From an optimization exercise on the open Yosys and OpenROAD flow, aimed at small area and a short achievable clock period; shortcuts taken in it are not production practice. In this exercise RTL edits were held to simulation tests only and were not proved equivalent to the original. Power is estimated from default activity; no workload was simulated.

Setup of job 6334:
// switch_4port
module switch_4port(
	input  logic       clk,
	input  logic       rst_n,
	input  logic       port0_valid_in,
	input  logic [3:0] port0_source_in,
	input  logic [3:0] port0_target_in,
	input  logic [7:0] port0_data_in,
	output logic       port0_valid_out,
	output logic [3:0] port0_source_out,
	output logic [3:0] port0_target_out,
	output logic [7:0] port0_data_out,
	input  logic       port1_valid_in,
	input  logic [3:0] port1_source_in,
	input  logic [3:0] port1_target_in,
	input  logic [7:0] port1_data_in,
	output logic       port1_valid_out,
	output logic [3:0] port1_source_out,
	output logic [3:0] port1_target_out,
	output logic [7:0] port1_data_out,
	input  logic       port2_valid_in,
	input  logic [3:0] port2_source_in,
	input  logic [3:0] port2_target_in,
	input  logic [7:0] port2_data_in,
	output logic       port2_valid_out,
	output logic [3:0] port2_source_out,
	output logic [3:0] port2_target_out,
	output logic [7:0] port2_data_out,
	input  logic       port3_valid_in,
	input  logic [3:0] port3_source_in,
	input  logic [3:0] port3_target_in,
	input  logic [7:0] port3_data_in,
	output logic       port3_valid_out,
	output logic [3:0] port3_source_out,
	output logic [3:0] port3_target_out,
	output logic [7:0] port3_data_out
);
	localparam NUM_PORTS = 4;
	localparam W = switch_defs::PKT_W;
	wire [NUM_PORTS*W-1:0] rx_pkt_in;
	wire [NUM_PORTS*W-1:0] tx_pkt_out;
  ...
Size in the first run: about 2,800 cells after synthesis, about 1,200 flip-flops, about 140 I/O pins, roughly 46,000 sq um of cells after synthesis.
Settings: LEC_CHECK=0, CAP_MARGIN=20, CORE_MARGIN=2, CORE_UTILIZATION=60, CTS_CLUSTER_DIAMETER=80, CTS_CLUSTER_SIZE=24, PLACE_DENSITY=0.75, SETUP_SLACK_MARGIN=3.2, SLEW_MARGIN=20; clock period 5.5 ns.
run.sh (not shown) runs the stock make flow with config.mk's settings and CLKGATE_MAP_FILE= SYNTH_SCRIPT=/design/flow/synth_recipe.tcl, a recipe that flattens the netlist after the stock synthesis.
What job 8024 does differently from job 6334 at the input level:
- SETUP_SLACK_MARGIN changed from 3.2 to 3.3
==> run notes <==
When the final numbers for job 8024 and job 6334 were put side by side, the cell count turned out to be smaller in job 6334.
On final routed DRC violation total, job 8024 and job 6334 are neck and neck.
Density: job 8024 denser than job 6334
Power density relative to cell area (job 8024 over job 6334): decrease, about 0.8%
Job 8024 vs. job 6334: post-route cell area +about 2.2%, largest net degree at the start of global routing -3, worst max-slew margin expressed relative to the limit +7.7 points, total inserted antenna cells -2.
What job 8664 does differently from job 8024 at the input level:
- swapping 0.75 for 0.7 in PLACE_DENSITY
- swapping 3.3 for 3.2 in SETUP_SLACK_MARGIN
- swapping 60 for 55 in CORE_UTILIZATION
Notes after the runs:
Looking at job 8024 and job 8664, the clock buffer and inverter area fraction after layout is a wash. Taking job 8024 as the reference point, the total of cells resized after clock tree synthesis of job 8664 falls by 4.8%. The final core utilization in job 8664 sits 6.5 points below the value recorded for job 8024. Switching component of the power, job 8024 and job 8664: higher on job 8024. According to the power report, total power for job 8664 is lower than for job 8024. Row routed length on met1: job 8664 higher / job 8024 lower. From job 8024 to job 8664 the numbers moved as follows: total clock network power level; shortest period the worst path allows saw an increase.

---

Setup of v33:
switch_4port, a different RTL version from the one above (not shown whole).
For scale: roughly 2900 cells after synthesis, about 1200 flip-flops.
Settings: LEC_CHECK=0, CAP_MARGIN=20, CORE_MARGIN=2, CORE_UTILIZATION=60, CTS_CLUSTER_DIAMETER=80, CTS_CLUSTER_SIZE=24, PLACE_DENSITY=0.75, SETUP_SLACK_MARGIN=3.2, SLEW_MARGIN=20; clock period 5.5 ns.
What v34 does differently from v33 at the input level:
Settings: changing PLACE_DENSITY from 0.75 to 0.65; changing CORE_UTILIZATION from 60 to 50.
==> comparison <==
Count of non-CTS buffers in the layout for v34 is higher than for v33. v34 vs. v33: overall via count from detail_route fell by about 1.2%; footprint of the multi-input gates increased by 0.30% relative to the old numbers; filler-free cell count of the finished design now larger.
Modified inputs, v8 compared to v34
Settings: PLACE_DENSITY: 0.65 -> 0.7; CORE_UTILIZATION: 50 -> 55.
==> comparison <==
Non-clock buffer instance count of the final layout ended up 7.3% lower on v8 than on v34.
Power share of the clock group for v8 is higher than for v34.
v8 vs. v34: flip-flop and latch share of the layout cell area went up by 0.32 points.
For the total leakage power, v8 came in about 0.54% lower than v34 did.
From v34 to v8 the numbers moved as follows: area share of and/or/nand/nor cells after synthesis has remained practically unchanged, total non-filler cell area in the finished layout has decreased, shortest clock period the worst path allows after layout shrank by 13 ps.
Between v34 and v8, the difference in multi-input gate share of the layout cell area is negligible.
Chip width for v8: 4.6% down relative to v34
Peak supply drop deteriorates in v8 relative to v34.
Relative to v8, the following input files were edited for v13:
Settings: swapping 0.7 for 0.8 in PLACE_DENSITY; swapping 55 for 65 in CORE_UTILIZATION; swapping 3.2 for 3.1 in SETUP_SLACK_MARGIN.
Results
- Higher share of the clock period used by the worst path after layout was reported by v13, not v8.
- Comparing v13 and v8, the lower die height was measured on v13.
- As far as net count after synthesis goes, v13 and v8 are indistinguishable; the numbers are identical.
- In the tables for v13 and v8, net load switching power reads lower with v13.

---

Setup of gamma:
Starting RTL as in the previous note.
Settings: LEC_CHECK=0, CAP_MARGIN=20, CORE_MARGIN=2, CORE_UTILIZATION=60, CTS_CLUSTER_DIAMETER=80, CTS_CLUSTER_SIZE=24, PLACE_DENSITY=0.75, SETUP_SLACK_MARGIN=3.1, SLEW_MARGIN=20; clock period 5.5 ns.
gamma completed; timing, DRC and antenna clean
Inputs modified between gamma and alpha:
--- a/flow/config.mk
+++ b/flow/config.mk
@@ -12,4 +12,4 @@
 export CTS_CLUSTER_SIZE = 24
 export PLACE_DENSITY = 0.75
-export SETUP_SLACK_MARGIN = 3.1
+export SETUP_SLACK_MARGIN = 3.3
 export SLEW_MARGIN = 20
Results
- Compared with gamma, alpha ends up with a larger final cell area.
- Initial antenna violation count for alpha is lower than for gamma.
- Relative to gamma, post-cts repair resize count increased by 320% in alpha.
- Looking only at required time reported for the critical path endpoint, and setting everything else aside, the lower value of alpha and gamma goes to gamma.
- alpha against gamma: largest vdd supply drop lower, proportion of power drawn by the clock network lower, share of cells above drive strength 1 higher, global-route usage higher, utilization higher.
- Going from gamma to alpha, placed cell area about even, final HPWL from detailed placement saw an increase.

---

switch_4port, a different RTL version from the one above (not shown whole).
Size: ~1200 flip-flops, ~140 I/O pins.
Settings: LEC_CHECK=0, CAP_MARGIN=20, CORE_MARGIN=2, CORE_UTILIZATION=60, CTS_CLUSTER_DIAMETER=80, CTS_CLUSTER_SIZE=24, PLACE_DENSITY=0.75, SETUP_SLACK_MARGIN=3.1, SLEW_MARGIN=20; clock period 5.5 ns.
Change:
- SETUP_SLACK_MARGIN: 3.1 -> 3.3
- The changed run went through all stages and came out clean
- critical path depth is higher by 3
- fmax is higher by 4.0%
- clock power is higher by about 4.5%
- first-iteration DRC count is higher by 7.2%
- clock skew is higher by 6.0 ps
- non-clock buffer count is higher by 101
- hold slack improved by 4.4 ps
- area after synthesis stays the same
- core utilization is higher by 3.7 points
- final cell count is higher by about 2.7%

## port drivers added, routing unchanged
Ports are ideal in the flow. The routed layouts listed here were re-timed in OpenROAD.
Step 1 sets driving cells, clkbuf_16 on the clock port and buf_2 on the other inputs (assumed; they add their load-dependent delay and slew).
Step 2 moves the port delays by t, midway between the first and last clock arrival at a register: inputs arrive t later, outputs are due t later. That takes back most of the time a late clock gives input paths.
Three values: no drivers, after step 1, after step 2; two values: the first two.
run | t (ns) | setup WS [ns] | latest minus earliest clock arrival (ns)
job 6334 | 0.728 | 3.080 / 3.071 / 2.666 | 0.033 / 0.034
job 8024 | 0.726 | 3.142 / 3.074 / 2.685 | 0.030 / 0.030
job 8664 | 0.716 | 3.109 / 3.078 / 2.636 | 0.039 / 0.039
v33 | 0.712 | 3.173 / 3.156 / 2.679 | 0.023 / 0.023
v34 | 0.739 | 3.155 / 3.121 / 2.672 | 0.036 / 0.036
v8 | 0.722 | 3.167 / 3.154 / 2.661 | 0.037 / 0.037
v13 | 0.708 | 2.952 / 2.952 / 2.654 | 0.037 / 0.037
gamma | 0.723 | 3.026 / 3.026 / 2.711 | 0.019 / 0.018
alpha | 0.720 | 3.183 / 3.146 / 2.666 | 0.023 / 0.024
the first run of note 4 | 0.716 | 2.959 / 2.959 / 2.469 | 0.038 / 0.038
the second run of note 4 | 0.730 | 3.057 / 3.056 / 2.443 | 0.048 / 0.049
After both steps setup and hold are still met in every run listed. For the second run of note 4, which loses most, drivers alone change the setup slack by -0.001 ns; drivers and shift together by -0.614 ns.
